This design comes from an exercise in tuning for a short achievable clock period and few clock cycles on the open sky130 flow, not from production work. In this exercise RTL edits were held to simulation tests only and were not proved equivalent to the original. Power figures rest on the tool's default switching activity, not on a simulated workload.

== v6 ==
==> flow/design.v (excerpt) <==
module microprocessor(clk, rst, imem_addr, imem_data, dmem_addr, dmem_data, dbg_sel, dbg_data, done, data_out);
For scale: roughly 3300 cells after synthesis, ~570 flip-flops, ~80 I/O pins, ~26000 µm² of cells after synthesis.
==> module microprocessor, before the edit <==
module microprocessor(clk, rst, imem_addr, imem_data, dmem_addr, dmem_data, dbg_sel, dbg_data, done, data_out);
	input clk;
	input rst;
	output [7:0] imem_addr;
	input [31:0] imem_data;
	output [7:0] dmem_addr;
	input [7:0] dmem_data;
	input [4:0] dbg_sel;
	output [7:0] dbg_data;
	output done;
	output [7:0] data_out;
	function [7:0] prefix_carry;
		input [7:0] a;
		input [7:0] b;
		input cin;
		reg [7:0] g, p, g1, p1, g2, p2, g3;
		begin
			g = a & b;
			p = a ^ b;
			g[0] = g[0] | (p[0] & cin);
			g1 = g | ((p & {g[6:0], 1'b0}));
			p1 = p & {p[6:0], 1'b1};
			g2 = g1 | ((p1 & {g1[5:0], 2'b0}));
			p2 = p1 & {p1[5:0], 2'b11};
			g3 = g2 | ((p2 & {g2[3:0], 4'b0}));
			prefix_carry = g3;
		end
	endfunction
	function [7:0] add8;
		input [7:0] a;
		input [7:0] b;
		reg [7:0] c;
		begin
			c = prefix_carry(a, b, 1'b0);
			add8 = (a ^ b) ^ {c[6:0], 1'b0};
		end
	endfunction
	reg [7:0] register_file [31:0];
	reg [7:0] debug_file [31:0];	 
	reg [7:0] pc_inc;	 
	reg [7:0] pc_target;	 
	reg branch_taken;	 
	reg halted;	 
	reg [7:0] alu_out;	 
	reg load_pending;	 
	reg write_any;	 
	reg [31:0] write_pending;	 
	integer i;
	wire [7:0] pc = branch_taken ? pc_target : pc_inc;
	wire stopped = halted || (pc >= 8'h80);
	wire run = !stopped;
	wire [5:0] opcode = imem_data[31:26];
	wire [4:0] rs = imem_data[25:21];
	wire [4:0] rt = imem_data[20:16];
	wire [4:0] rd = imem_data[15:11];
	wire [5:0] function_field = imem_data[5:0];
	wire [7:0] immediate = imem_data[7:0];
	wire [7:0] write_back = load_pending ? dmem_data : alu_out;
	reg [7:0] operand_file [31:0];
	always @(*)
		for (i = 0; i < 32; i = i + 1)
			operand_file[i] = write_pending[i] ? write_back : register_file[i];
	wire is_r = (opcode == 6'h00);
	wire is_addu = is_r && (function_field == 6'h21);
	wire is_slt = is_r && (function_field == 6'h2a);
	wire is_addiu = (opcode == 6'h09);
	wire is_lw = (opcode == 6'h23);
	wire is_beq = (opcode == 6'h04);
	wire is_bne = (opcode == 6'h05);
	wire use_imm = is_addiu || is_lw;
	wire [7:0] register_operand_1 = operand_file[rs];
	wire [7:0] register_operand_2 = use_imm ? immediate : operand_file[rt];
	wire [7:0] sum = add8(register_operand_1, register_operand_2);
	wire [7:0] cmp_carry = prefix_carry({1'b0, register_operand_1[6:0]}, {1'b0, ~register_operand_2[6:0]}, 1'b1);
	wire low_ge = cmp_carry[6];
	wire less = (register_operand_1[7] != register_operand_2[7]) ? register_operand_1[7] : !low_ge;
	wire equal = (register_operand_1 == register_operand_2);
	wire taken = (is_beq && equal) || (is_bne && !equal);
	wire write_en = is_addu || is_slt || is_addiu || is_lw;
	wire [4:0] write_reg = is_r ? rd : rt;
	assign imem_addr = pc;
	assign dmem_addr = alu_out;
	wire [255:0] debug_bits;
	genvar g;
	generate
		for (g = 0; g < 32; g = g + 1) begin : debug_flat
			assign debug_bits[8*g+7:8*g] = debug_file[g];
		end
	endgenerate
	register_select debug_read(.sel(dbg_sel), .regs(debug_bits), .value(dbg_data));
	assign data_out = debug_file[8'h04];
	assign done = stopped && !write_any;
	always @(posedge clk) begin
		if (rst) begin
			pc_inc <= 8'd0;
			pc_target <= 8'd0;
			branch_taken <= 1'b0;
			halted <= 1'b0;
			write_any <= 1'b0;
			write_pending <= 32'd0;
			for (i = 0; i < 32; i = i + 1) begin
				register_file[i] <= 8'd0;
				debug_file[i] <= 8'd0;
			end
		end
		else begin
			for (i = 0; i < 32; i = i + 1)
				if (write_pending[i]) begin
					register_file[i] <= write_back;
					debug_file[i] <= write_back;
				end
			for (i = 0; i < 32; i = i + 1)
				write_pending[i] <= run && write_en && write_reg == i;
			write_any <= run && write_en;
			pc_inc <= pc + 8'd1;
			pc_target <= add8(pc, immediate);
			branch_taken <= taken;
			halted <= stopped;
		end
	end
	always @(posedge clk) begin
		alu_out <= is_slt ? {7'd0, less} : sum;
		load_pending <= is_lw;
	end
endmodule
==> module register_select, before the edit <==
module register_select(sel, regs, value);
	input [4:0] sel;
	input [255:0] regs;
	output [7:0] value;
	reg [7:0] acc;
	integer i;
	always @(*) begin
		acc = 8'd0;
		for (i = 0; i < 32; i = i + 1)
			acc = acc | (regs[8*i +: 8] & {8{sel == i}});
	end
	assign value = acc;
endmodule
Settings: LEC_CHECK=0, CAP_MARGIN=20, CORE_MARGIN=2, CORE_UTILIZATION=40, PLACE_DENSITY=0.6, SETUP_SLACK_MARGIN=5, SLEW_MARGIN=20, SYNTH_HIERARCHICAL=1; clock period 10.0 ns.
run.sh (not shown) runs the stock make flow with config.mk's settings and CLKGATE_MAP_FILE= SYNTH_SCRIPT=/design/flow/synth_recipe.tcl, a recipe that flattens the netlist after the stock synthesis.
Testbench counts of v6, summed over its fixed seeds: cycles 51,952.
The inputs of v7 differ from those of v6 as listed below.
--- a/flow/design.v
+++ b/flow/design.v
@@ -85,12 +85,12 @@
 	generate
 		for (g = 0; g < 32; g = g + 1) begin : debug_flat
 			assign debug_bits[8*g+7:8*g] = debug_file[g];
 		end
 	endgenerate
-	register_select debug_read(.sel(dbg_sel), .regs(debug_bits), .value(dbg_data));
-	assign data_out = debug_file[8'h04];
+	register_select debug_read(.sel(dbg_sel), .regs_n(debug_bits), .value(dbg_data));
+	assign data_out = ~debug_file[8'h04];
 	assign done = stopped && !write_any;
 	always @(posedge clk) begin
 		if (rst) begin
 			pc_inc <= 8'd0;
 			pc_target <= 8'd0;
@@ -98,18 +98,18 @@
 			halted <= 1'b0;
 			write_any <= 1'b0;
 			write_pending <= 32'd0;
 			for (i = 0; i < 32; i = i + 1) begin
 				register_file[i] <= 8'd0;
-				debug_file[i] <= 8'd0;
+				debug_file[i] <= 8'hff;
 			end
 		end
 		else begin
 			for (i = 0; i < 32; i = i + 1)
 				if (write_pending[i]) begin
 					register_file[i] <= write_back;
-					debug_file[i] <= write_back;
+					debug_file[i] <= ~write_back;
 				end
 			for (i = 0; i < 32; i = i + 1)
 				write_pending[i] <= run && write_en && write_reg == i;
 			write_any <= run && write_en;
 			pc_inc <= pc + 8'd1;
@@ -121,18 +121,37 @@
 	always @(posedge clk) begin
 		alu_out <= is_slt ? {7'd0, less} : sum;
 		load_pending <= is_lw;
 	end
 endmodule
-module register_select(sel, regs, value);
+module register_select(sel, regs_n, value);
 	input [4:0] sel;
-	input [255:0] regs;
+	input [255:0] regs_n;	 
 	output [7:0] value;
-	reg [7:0] acc;
-	integer i;
-	always @(*) begin
-		acc = 8'd0;
-		for (i = 0; i < 32; i = i + 1)
-			acc = acc | (regs[8*i +: 8] & {8{sel == i}});
-	end
-	assign value = acc;
+	wire [127:0] level1;
+	wire [63:0] level2;
+	wire [31:0] level3;
+	wire [15:0] level4;
+	genvar b, k;
+	generate
+		for (b = 0; b < 8; b = b + 1) begin : bits
+			for (k = 0; k < 16; k = k + 1) begin : l1
+				mux2_n m(.s(sel[0]), .a(regs_n[8*(2*k)+b]), .b(regs_n[8*(2*k+1)+b]), .y_n(level1[16*b+k]));
+			end
+			for (k = 0; k < 8; k = k + 1) begin : l2
+				mux2_n m(.s(sel[1]), .a(level1[16*b+2*k]), .b(level1[16*b+2*k+1]), .y_n(level2[8*b+k]));
+			end
+			for (k = 0; k < 4; k = k + 1) begin : l3
+				mux2_n m(.s(sel[2]), .a(level2[8*b+2*k]), .b(level2[8*b+2*k+1]), .y_n(level3[4*b+k]));
+			end
+			for (k = 0; k < 2; k = k + 1) begin : l4
+				mux2_n m(.s(sel[3]), .a(level3[4*b+2*k]), .b(level3[4*b+2*k+1]), .y_n(level4[2*b+k]));
+			end
+			mux2_n l5(.s(sel[4]), .a(level4[2*b]), .b(level4[2*b+1]), .y_n(value[b]));
+		end
+	endgenerate
 endmodule
+module mux2_n(s, a, b, y_n);
+	input s, a, b;
+	output y_n;
+	assign y_n = !(s ? b : a);
+endmodule
v7 against v6: critical path depth saw an increase, insertion delay of the later-clocked pin in the worst-skew pair saw an increase, number of buffers added for setup after CTS saw an increase. Against v6, v7 reports a wire length that is higher. Count of cells resized by post-cts repair, v6 and v7, lower one = v6. The switching power share of the total was comparable across v6 and v7. Changes observed in v7 relative to v6: total power density per cell area -about 3.2%, number of cells in the finished layout apart from fillers ~0 delta, number of detailed-route iterations in the first pass -2, final estimated routing congestion in global placement +about 7%, final standard cell area without fillers +about 2.3%. The number of vias in the routed layout on v7 is in line with that on v6. | global-route usage | v7 vs v6 | 5.6 points higher |. v6 -> v7: area of the placeable core decreased by a few percent.
Testbench counts of v7, summed over its fixed seeds: cycles 51,952.

---

microprocessor, a different RTL version from the one above (not shown whole).
Size in the first run: ~570 flip-flops, ~80 I/O pins, roughly 25000 sq um of cells after synthesis.
==> module microprocessor, before the edit <==
module microprocessor(clk, rst, imem_addr, imem_data, dmem_addr, dmem_data, dbg_sel, dbg_data, done, data_out);
	input clk;
	input rst;
	output [7:0] imem_addr;
	input [31:0] imem_data;
	output [7:0] dmem_addr;
	input [7:0] dmem_data;
	input [4:0] dbg_sel;
	output [7:0] dbg_data;
	output done;
	output [7:0] data_out;
	function [7:0] prefix_carry;
		input [7:0] a;
		input [7:0] b;
		input cin;
		reg [7:0] g, p, g1, p1, g2, p2, g3;
		begin
			g = a & b;
			p = a ^ b;
			g[0] = g[0] | (p[0] & cin);
			g1 = g | ((p & {g[6:0], 1'b0}));
			p1 = p & {p[6:0], 1'b1};
			g2 = g1 | ((p1 & {g1[5:0], 2'b0}));
			p2 = p1 & {p1[5:0], 2'b11};
			g3 = g2 | ((p2 & {g2[3:0], 4'b0}));
			prefix_carry = g3;
		end
	endfunction
	function [7:0] add8;
		input [7:0] a;
		input [7:0] b;
		reg [7:0] c;
		begin
			c = prefix_carry(a, b, 1'b0);
			add8 = (a ^ b) ^ {c[6:0], 1'b0};
		end
	endfunction
	reg [7:0] register_file [31:0];
	reg [7:0] debug_file [31:0];	 
	reg [7:0] pc_inc;	 
	reg [7:0] pc_target;	 
	reg branch_taken;	 
	reg halted;	 
	reg [7:0] alu_out;	 
	reg load_pending;	 
	reg write_any;	 
	reg [31:0] write_pending;	 
	integer i;
	wire [7:0] pc = branch_taken ? pc_target : pc_inc;
	wire stopped = halted || (pc >= 8'h80);
	wire run = !stopped;
	wire [5:0] opcode = imem_data[31:26];
	wire [4:0] rs = imem_data[25:21];
	wire [4:0] rt = imem_data[20:16];
	wire [4:0] rd = imem_data[15:11];
	wire [5:0] function_field = imem_data[5:0];
	wire [7:0] immediate = imem_data[7:0];
	wire [7:0] write_back = load_pending ? dmem_data : alu_out;
	reg [7:0] operand_file [31:0];
	always @(*)
		for (i = 0; i < 32; i = i + 1)
			operand_file[i] = write_pending[i] ? write_back : register_file[i];
	wire is_r = (opcode == 6'h00);
	wire is_addu = is_r && (function_field == 6'h21);
	wire is_slt = is_r && (function_field == 6'h2a);
	wire is_addiu = (opcode == 6'h09);
	wire is_lw = (opcode == 6'h23);
	wire is_beq = (opcode == 6'h04);
	wire is_bne = (opcode == 6'h05);
	wire use_imm = is_addiu || is_lw;
	wire [7:0] register_operand_1 = operand_file[rs];
	wire [7:0] register_operand_2 = use_imm ? immediate : operand_file[rt];
	wire [7:0] sum = add8(register_operand_1, register_operand_2);
	wire [7:0] cmp_carry = prefix_carry({1'b0, register_operand_1[6:0]}, {1'b0, ~register_operand_2[6:0]}, 1'b1);
	wire low_ge = cmp_carry[6];
	wire less = (register_operand_1[7] != register_operand_2[7]) ? register_operand_1[7] : !low_ge;
	wire equal = (register_operand_1 == register_operand_2);
	wire taken = (is_beq && equal) || (is_bne && !equal);
	wire write_en = is_addu || is_slt || is_addiu || is_lw;
	wire [4:0] write_reg = is_r ? rd : rt;
	assign imem_addr = pc;
	assign dmem_addr = alu_out;
	wire [255:0] debug_bits;
	genvar g;
	generate
		for (g = 0; g < 32; g = g + 1) begin : debug_flat
			assign debug_bits[8*g+7:8*g] = debug_file[g];
		end
	endgenerate
	register_select debug_read(.sel(dbg_sel), .regs_n(debug_bits), .value(dbg_data));
	assign data_out = ~debug_file[8'h04];
	assign done = stopped && !write_any;
	always @(posedge clk) begin
		if (rst) begin
			pc_inc <= 8'd0;
			pc_target <= 8'd0;
			branch_taken <= 1'b0;
			halted <= 1'b0;
			write_any <= 1'b0;
			write_pending <= 32'd0;
			for (i = 0; i < 32; i = i + 1) begin
				register_file[i] <= 8'd0;
				debug_file[i] <= 8'hff;
			end
		end
		else begin
			for (i = 0; i < 32; i = i + 1)
				if (write_pending[i]) begin
					register_file[i] <= write_back;
					debug_file[i] <= ~write_back;
				end
			for (i = 0; i < 32; i = i + 1)
				write_pending[i] <= run && write_en && write_reg == i;
			write_any <= run && write_en;
			pc_inc <= pc + 8'd1;
			pc_target <= add8(pc, immediate);
			branch_taken <= taken;
			halted <= stopped;
		end
	end
	always @(posedge clk) begin
		alu_out <= is_slt ? {7'd0, less} : sum;
		load_pending <= is_lw;
	end
endmodule
==> module register_select, before the edit <==
module register_select(sel, regs_n, value);
	input [4:0] sel;
	input [255:0] regs_n;	 
	output [7:0] value;
	wire [3:0] quarter_select;
	genvar b, k;
	generate
		for (k = 0; k < 4; k = k + 1) begin : decode
			match2 #(.VALUE(k)) m(.sel(sel[4:3]), .y(quarter_select[k]));
		end
		for (b = 0; b < 8; b = b + 1) begin : bits
			wire [15:0] pair;
			wire [7:0] four_n;
			wire [3:0] eight;
			wire [1:0] two_n;
			for (k = 0; k < 16; k = k + 1) begin : l1
				mux2_n m(.s(sel[0]), .a(regs_n[8*(2*k)+b]), .b(regs_n[8*(2*k+1)+b]), .y_n(pair[k]));
			end
			for (k = 0; k < 8; k = k + 1) begin : l2
				mux2_n m(.s(sel[1]), .a(pair[2*k]), .b(pair[2*k+1]), .y_n(four_n[k]));
			end
			for (k = 0; k < 4; k = k + 1) begin : l3
				mux2_n m(.s(sel[2]), .a(four_n[2*k]), .b(four_n[2*k+1]), .y_n(eight[k]));
			end
			for (k = 0; k < 2; k = k + 1) begin : l4
				gate_a22oi g(.a1(quarter_select[2*k]), .a2(eight[2*k]), .b1(quarter_select[2*k+1]), .b2(eight[2*k+1]), .y(two_n[k]));
			end
			gate_nand2 l5(.a(two_n[0]), .b(two_n[1]), .y(value[b]));
		end
	endgenerate
endmodule
==> module match2, before the edit <==
module match2(sel, y);
	parameter VALUE = 0;
	input [1:0] sel;
	output y;
	assign y = (sel == VALUE);
endmodule
==> module gate_nand2, before the edit <==
module gate_nand2(a, b, y);
	input a, b;
	output y;
	assign y = !(a && b);
endmodule
clock: 10.0 ns
lec_check: 0
cap_margin: 20
core_margin: 2
core_utilization: 40
place_density: 0.6
setup_slack_margin: 5
slew_margin: 20
synth_hierarchical: 1
Testbench counts at the start, summed over its fixed seeds: cycles 51,952.
Edit:
--- a/flow/design.v
+++ b/flow/design.v
@@ -35,9 +35,8 @@
 			add8 = (a ^ b) ^ {c[6:0], 1'b0};
 		end
 	endfunction
 	reg [7:0] register_file [31:0];
-	reg [7:0] debug_file [31:0];	 
 	reg [7:0] pc_inc;	 
 	reg [7:0] pc_target;	 
 	reg branch_taken;	 
 	reg halted;	 
@@ -83,13 +82,13 @@
 	wire [255:0] debug_bits;
 	genvar g;
 	generate
 		for (g = 0; g < 32; g = g + 1) begin : debug_flat
-			assign debug_bits[8*g+7:8*g] = debug_file[g];
+			assign debug_bits[8*g+7:8*g] = register_file[g];
 		end
 	endgenerate
-	register_select debug_read(.sel(dbg_sel), .regs_n(debug_bits), .value(dbg_data));
-	assign data_out = ~debug_file[8'h04];
+	register_select debug_read(.sel(dbg_sel), .regs(debug_bits), .value(dbg_data));
+	assign data_out = register_file[8'h04];
 	assign done = stopped && !write_any;
 	always @(posedge clk) begin
 		if (rst) begin
 			pc_inc <= 8'd0;
@@ -97,19 +96,15 @@
 			branch_taken <= 1'b0;
 			halted <= 1'b0;
 			write_any <= 1'b0;
 			write_pending <= 32'd0;
-			for (i = 0; i < 32; i = i + 1) begin
+			for (i = 0; i < 32; i = i + 1)
 				register_file[i] <= 8'd0;
-				debug_file[i] <= 8'hff;
-			end
 		end
 		else begin
 			for (i = 0; i < 32; i = i + 1)
-				if (write_pending[i]) begin
+				if (write_pending[i])
 					register_file[i] <= write_back;
-					debug_file[i] <= ~write_back;
-				end
 			for (i = 0; i < 32; i = i + 1)
 				write_pending[i] <= run && write_en && write_reg == i;
 			write_any <= run && write_en;
 			pc_inc <= pc + 8'd1;
@@ -122,56 +117,52 @@
 		alu_out <= is_slt ? {7'd0, less} : sum;
 		load_pending <= is_lw;
 	end
 endmodule
-module register_select(sel, regs_n, value);
+module register_select(sel, regs, value);
 	input [4:0] sel;
-	input [255:0] regs_n;	 
+	input [255:0] regs;
 	output [7:0] value;
-	wire [3:0] quarter_select;
+	wire [7:0] group_select;
 	genvar b, k;
 	generate
-		for (k = 0; k < 4; k = k + 1) begin : decode
-			match2 #(.VALUE(k)) m(.sel(sel[4:3]), .y(quarter_select[k]));
+		for (k = 0; k < 8; k = k + 1) begin : decode
+			match3 #(.VALUE(k)) m(.sel(sel[4:2]), .y(group_select[k]));
 		end
 		for (b = 0; b < 8; b = b + 1) begin : bits
-			wire [15:0] pair;
-			wire [7:0] four_n;
-			wire [3:0] eight;
-			wire [1:0] two_n;
+			wire [15:0] pair_n;
+			wire [7:0] group;
+			wire [3:0] two_n;
 			for (k = 0; k < 16; k = k + 1) begin : l1
-				mux2_n m(.s(sel[0]), .a(regs_n[8*(2*k)+b]), .b(regs_n[8*(2*k+1)+b]), .y_n(pair[k]));
+				mux2_n m(.s(sel[0]), .a(regs[8*(2*k)+b]), .b(regs[8*(2*k+1)+b]), .y_n(pair_n[k]));
 			end
 			for (k = 0; k < 8; k = k + 1) begin : l2
-				mux2_n m(.s(sel[1]), .a(pair[2*k]), .b(pair[2*k+1]), .y_n(four_n[k]));
+				mux2_n m(.s(sel[1]), .a(pair_n[2*k]), .b(pair_n[2*k+1]), .y_n(group[k]));
 			end
 			for (k = 0; k < 4; k = k + 1) begin : l3
-				mux2_n m(.s(sel[2]), .a(four_n[2*k]), .b(four_n[2*k+1]), .y_n(eight[k]));
+				gate_a22oi g(.a1(group_select[2*k]), .a2(group[2*k]), .b1(group_select[2*k+1]), .b2(group[2*k+1]), .y(two_n[k]));
 			end
-			for (k = 0; k < 2; k = k + 1) begin : l4
-				gate_a22oi g(.a1(quarter_select[2*k]), .a2(eight[2*k]), .b1(quarter_select[2*k+1]), .b2(eight[2*k+1]), .y(two_n[k]));
-			end
-			gate_nand2 l5(.a(two_n[0]), .b(two_n[1]), .y(value[b]));
+			gate_nand4 l4(.a(two_n[0]), .b(two_n[1]), .c(two_n[2]), .d(two_n[3]), .y(value[b]));
 		end
 	endgenerate
 endmodule
 module mux2_n(s, a, b, y_n);
 	input s, a, b;
 	output y_n;
 	assign y_n = !(s ? b : a);
 endmodule
-module match2(sel, y);
+module match3(sel, y);
 	parameter VALUE = 0;
-	input [1:0] sel;
+	input [2:0] sel;
 	output y;
 	assign y = (sel == VALUE);
 endmodule
 module gate_a22oi(a1, a2, b1, b2, y);
 	input a1, a2, b1, b2;
 	output y;
 	assign y = !((a1 && a2) || (b1 && b2));
 endmodule
-module gate_nand2(a, b, y);
-	input a, b;
+module gate_nand4(a, b, c, d, y);
+	input a, b, c, d;
 	output y;
-	assign y = !(a && b);
+	assign y = !(a && b && c && d);
 endmodule
Effect:
- final cell count went down by 26%
- flip-flop and latch count went down by 256
- design area went down by about 27%
- first-iteration DRC count went down by about 0.64%
- setup slack is better by 0.10 ns
- clock skew went down by 0.026 ns
- core utilization went up by 2.4 points
- global-route usage is about the same
- non-clock buffer count went down by 53
- wire length went down by 28%
- via count went down by 21%
- area after synthesis went down by 30%
Testbench counts after the change, summed over its fixed seeds: cycles 51,952.

re-timing with driven ports:
How much do the figures lean on ideal ports? The routed layouts below were timed once more, with nothing changed but the port constraints.
Step 1: set_driving_cell puts a clkbuf_16 on clk and a buf_2 on each other input, an assumption about the parent block.
Step 2 adds t to the input delays and takes it off the output delays; t is the mean of the earliest and latest rising clock arrival at the registers after step 1. Input paths then give back, and output paths get back, about the clock's delay inside the block.
Slacks: no drivers / after step 1 / after step 2; pairs: no drivers / after step 1.
| run | shift t [ns] | setup slack, ns | latest minus earliest clock arrival (ns) | cell pins on the clock port's net |
|---|---|---|---|---|
| v6 | 0.705 | 4.366 / 4.235 / 4.235 | 0.022 / 0.022 | 1 |
| v7 | 0.713 | 4.273 / 3.898 / 3.898 | 0.030 / 0.030 | 1 |
| the first run of note 2 | 0.696 | 4.461 / 4.069 / 4.069 | 0.042 / 0.042 | 1 |
| the second run of note 2 | 0.639 | 4.565 / 4.114 / 4.114 | 0.016 / 0.017 | 1 |
After both steps setup and hold are still met in every run listed. The setup slack of the second run of note 2, which loses most, moves by -0.451 ns with the drivers and by -0.451 ns with both steps.
